What follows belongs to an exercise in optimizing a design on an open flow for small area and a short achievable clock period; a production flow would make more cautious choices.

==> inputs of run X <==
==> flow/design.v <==
module montgomery_reduce (
    input               clk ,
    input       [23:0]  p   ,
    output reg  [11:0]  r
);
localparam [11:0] Q = 12'd3329;
wire [26:0] prod = p[23:11] * 14'd10079;
reg [12:0] qh;
reg [13:0] pl;
always @(posedge clk) begin
    qh <= prod[26:14];
    pl <= p[13:0];
end
wire [13:0] rr  = pl - qh * Q;
wire [13:0] rs  = rr - {2'b0, Q};
always @(posedge clk)
    r <= rs[13] ? rr[11:0] : rs[11:0];
endmodule
module montgomery_multiply (
    input               clk ,
    input       [11:0]  a   ,
    input       [11:0]  b   ,
    output reg  [23:0]  p
);
always @(posedge clk)
    p <= a * b;
endmodule
module montgomery_top (
    input           clk     ,
    input           rst_n   ,
    input           en      ,
    input   [11:0]  a       ,
    input   [11:0]  b       ,
    output          busy    ,
    output          done    ,
    output  [11:0]  r
);
reg [3:0] vld;
always @(posedge clk) begin
    if (!rst_n) vld <= 4'd0;
    else        vld <= {vld[2:0], en};
end
reg [11:0] a0, b0;
always @(posedge clk) begin
    a0 <= a;
    b0 <= b;
end
wire [23:0] p;
montgomery_multiply u_mul (.clk(clk), .a(a0), .b(b0), .p(p));
montgomery_reduce u_red (.clk(clk), .p(p), .r(r));
assign done = vld[3];
assign busy = en | done;
endmodule
==> flow/run.sh <==
#!/bin/bash
# synth_recipe.tcl (not shown) runs the flow's synth.tcl, then flattens the netlist and writes it again
# the make line also repeats each setting of config.mk as NAME=value (left out here)
make -C /OpenROAD-flow-scripts/flow DESIGN_CONFIG=/design/flow/config.mk WORK_HOME=/design/flow/orfs CLKGATE_MAP_FILE= SYNTH_SCRIPT=/design/flow/synth_recipe.tcl finish
==> flow/config.mk <==
export PLATFORM = sky130hd
export DESIGN_NAME = montgomery_top
export DESIGN_NICKNAME = montgomery_top
export VERILOG_FILES = /design/flow/design.v
export SDC_FILE = /design/flow/constraint.sdc
export NUM_CORES = 4
export LEC_CHECK = 0
export ABC_CLOCK_PERIOD_IN_PS = 3000
export CAP_MARGIN = 20
export CORE_MARGIN = 2
export CORE_UTILIZATION = 40
export SETUP_SLACK_MARGIN = 4.6
export SLEW_MARGIN = 20
==> flow/constraint.sdc <==
create_clock -name core_clock -period 8.0 [get_ports {clk}]
set_input_delay 1.6000 -clock core_clock [delete_from_list [all_inputs] [get_ports {clk}]]
set_output_delay 1.6000 -clock core_clock [all_outputs]
set_load 0.01 [all_outputs]
==> run F (differences from run X) <==
==> flow/design.v (replaced) <==
module montgomery_reduce #(
    parameter [11:0]    N = 3329        ,
    parameter [12:0]    R = 12          ,
    parameter [12:0]    N_prime = 3327  
)
(
    input                   clk     ,
    input                   rst_n   ,
    input                   en      ,
    input    [25:0]         X       , 
    output   [14:0]         y       ,
    output                  valid
);
reg     [25:0]      X_delay_1       ;
reg     [25:0]      X_delay_2       ;
always@(posedge clk)begin
    if(!rst_n)begin
        X_delay_1 <= 26'b0;
        X_delay_2 <= 26'b0;
    end
    else begin
        X_delay_1 <= X;
        X_delay_2 <= X_delay_1;
    end
end
reg  [3:0]   valid_delay_reg;  
always @(posedge clk)begin	
    if(!rst_n)
        valid_delay_reg <= 4'd0;
    else if(en == 1'b1)
        valid_delay_reg <= {valid_delay_reg[2:0],en};
    else
        valid_delay_reg <= {valid_delay_reg[2:0],1'b0};
end
assign valid = valid_delay_reg[3];  
reg     [11:0]      m               ;
reg     [23:0]      m_mul_N         ;
reg     [26:0]      X_plus_mul      ;
reg     [14:0]      result_reduce   ;
always@(posedge clk)begin
    if(!rst_n)begin
        m <= 12'b0;
        m_mul_N <= 24'b0;
        X_plus_mul <= 27'b0;
        result_reduce <= 15'b0;
    end
    else begin
        m <= X * N_prime;
        m_mul_N <= m * N;
        X_plus_mul <= X_delay_2 + m_mul_N;
        result_reduce <= X_plus_mul >> R;
    end
end
assign y = (result_reduce < N) ? result_reduce : result_reduce - N;
endmodule
module montgomery_multiply #(
    parameter [11:0]    N = 3329        ,
    parameter [12:0]    R = 12          ,
    parameter [12:0]    N_prime = 3327  ,
    parameter [12:0]    R_sq_modN = 2385
)
(
    input                   clk     ,
    input                   rst_n   ,
    input                   en      ,
    input    [11:0]         a       ,
    input    [11:0]         b       ,
    output   [11:0]         result  ,
    output                  valid
);
reg     [23:0]              A1;
reg     [23:0]              B1;
wire    [14:0]              a_mont;
wire    [14:0]              b_mont;
wire                        a_mont_valid;
wire                        b_mont_valid;
reg  [3:0]   en_delay_reg ;
wire         en_delay_1;
always @(posedge clk)begin	
    if(!rst_n)
        en_delay_reg <= 4'd0;
    else if(en == 1'b1)
        en_delay_reg <= {en_delay_reg[2:0],en};
    else
        en_delay_reg <= {en_delay_reg[2:0],1'b0};
end
assign en_delay_1 = en_delay_reg[0] ;
always@(posedge clk)begin
    if(!rst_n)begin
        A1 <= 24'b0;
        B1 <= 24'b0;
    end
    else if(en)begin
        A1 <= a * R_sq_modN;
        B1 <= b * R_sq_modN;
    end
end
montgomery_reduce #(
    .N          (N),
    .R          (R),
    .N_prime    (N_prime)
)
montgomery_reduce_A1
(
    .clk     (clk           ),
    .rst_n   (rst_n         ),
    .en      (en_delay_1    ),
    .X       ({2'b0, A1}    ), 
    .y       (a_mont        ),
    .valid   (a_mont_valid  )
);
montgomery_reduce #(
    .N          (N),
    .R          (R),
    .N_prime    (N_prime)
)
montgomery_reduce_B1
(
    .clk     (clk           ),
    .rst_n   (rst_n         ),
    .en      (en_delay_1    ),
    .X       ({2'b0, B1}    ), 
    .y       (b_mont        ),
    .valid   (b_mont_valid  )
);
reg         [25:0]      X_mul_ab;
reg                     X_mul_ab_valid;
always@(posedge clk)begin
    if(!rst_n)begin 
        X_mul_ab <= 26'b0;
        X_mul_ab_valid <= 1'b0;
    end
    else if(a_mont_valid & b_mont_valid)begin
        X_mul_ab <= a_mont * b_mont;
        X_mul_ab_valid <= a_mont_valid && b_mont_valid;
    end
    else begin 
        X_mul_ab_valid <= a_mont_valid && b_mont_valid;
    end
end
wire     [14:0]     X_out;
wire                X_out_valid;
montgomery_reduce #(
    .N          (N),
    .R          (R),
    .N_prime    (N_prime)
)
montgomery_reduce_X
(
    .clk     (clk           ),
    .rst_n   (rst_n         ),
    .en      (X_mul_ab_valid),
    .X       (X_mul_ab      ), 
    .y       (X_out         ),
    .valid   (X_out_valid   )
);
wire     [14:0]     X1_out;
wire                X1_out_valid;
montgomery_reduce #(
    .N          (N),
    .R          (R),
    .N_prime    (N_prime)
)
montgomery_reduce_X1
(
    .clk     (clk           ),
    .rst_n   (rst_n         ),
    .en      (X_out_valid   ),
    .X       ({11'b0, X_out}), 
    .y       (X1_out        ),
    .valid   (X1_out_valid  )
);
assign result = X1_out;
assign valid = X1_out_valid;
endmodule
module montgomery_top#(
    parameter [11:0]    N = 3329        ,
    parameter [12:0]    R = 12          ,
    parameter [12:0]    N_prime = 3327  ,
    parameter [12:0]    R_sq_modN = 2385
)
(
    input           clk     ,
    input           rst_n   ,
    input           en      ,
    input   [11:0]  a       ,
    input   [11:0]  b       ,
    output          busy    ,
    output          done    ,
    output  [11:0]  r       
);
montgomery_multiply #(
    .N          (N          ),
    .R          (R          ),
    .N_prime    (N_prime    ),
    .R_sq_modN  (R_sq_modN  )
)
u_montgomery_multiply
(
    .clk     (clk       ),
    .rst_n   (rst_n     ),
    .en      (en        ),
    .a       (a         ),
    .b       (b         ),
    .result  (r         ),
    .valid   (done      )
);
assign busy = en || done;
endmodule
--- a/flow/config.mk
+++ b/flow/config.mk
@@ -6,8 +6,6 @@
 export NUM_CORES = 4
 export LEC_CHECK = 0
-export ABC_CLOCK_PERIOD_IN_PS = 3000
 export CAP_MARGIN = 20
 export CORE_MARGIN = 2
 export CORE_UTILIZATION = 40
-export SETUP_SLACK_MARGIN = 4.6
 export SLEW_MARGIN = 20
==> run_results.csv <==
group,metric,value,unit
status,status,"no timing/DRC/antenna violations",
place,gp_congestion,0.845,
clock_tree,clk_pin_slew_worst_paths,0.08,ns
route,met2WireLength,11.5,mm
grt,antenna_found_initial,0,
finish,seq_share,13.3,%
die,row_count,63,
finish,top_regs,"u_mul.p: 24 flops, u_red.pl: 14 flops, u_red.qh: 13 flops",
grt,grt_use_met1,22.1,%
critical_path,path_depth,18,
finish,drive_above_1_share,20.9,%
yosys,post-synth-top-count-cell,"inv_1",
critical_path,max_stage_delay,0.53,ns
Source of the figures above: run X

==> run_results.csv <==
group,metric,value,unit
worst_hold_path,hp-class,"register to register",
yosys,post-synth-top-count-cell,"ha_1",
critical_path,path_depth,29,
grt,antenna_found_initial,1,
die,row_count,115,
finish,seq_share,23.4,%
finish,top_regs,"u_montgomery_multiply.X_mul_ab: 26 flops, u_montgomery_multiply.montgomery_reduce_X.X_delay_1: 26 flops, u_montgomery_multiply.montgomery_reduce_X.X_delay_2: 26 flops",
status,status,"no timing/DRC/antenna violations",
grt,grt_use_met1,20.0,%
finish,drive_above_1_share,4.44,%
critical_path,max_stage_delay,0.54,ns
route,met2WireLength,34.7,mm
place,gp_congestion,0.898,
clock_tree,clk_pin_slew_worst_paths,0.06,ns
Source of the figures above: run F

No run of this note included a check of the RTL's function; only the layout flow was run.

re-timing with driven ports:
How much do the figures lean on ideal ports? The routed layouts below were timed once more, with nothing changed but the port constraints.
Step 1, drivers: a clkbuf_16 drives clk and a buf_2 each remaining input, both assumed.
Step 2 moves the port delays by t, midway between the first and last clock arrival at a register: inputs arrive t later, outputs are due t later. That takes back most of the time a late clock gives input paths.
Three values: no drivers, after step 1, after step 2; two values: the first two.
run	t, ns	setup slack, ns	worst hold slack (ns)
run X	0.403	3.113 / 3.113 / 3.113	0.329 / 0.329 / 0.329
run F	0.680	0.416 / 0.416 / 0.416	0.410 / 0.410 / 0.410
After both steps setup and hold are still met in every run listed.
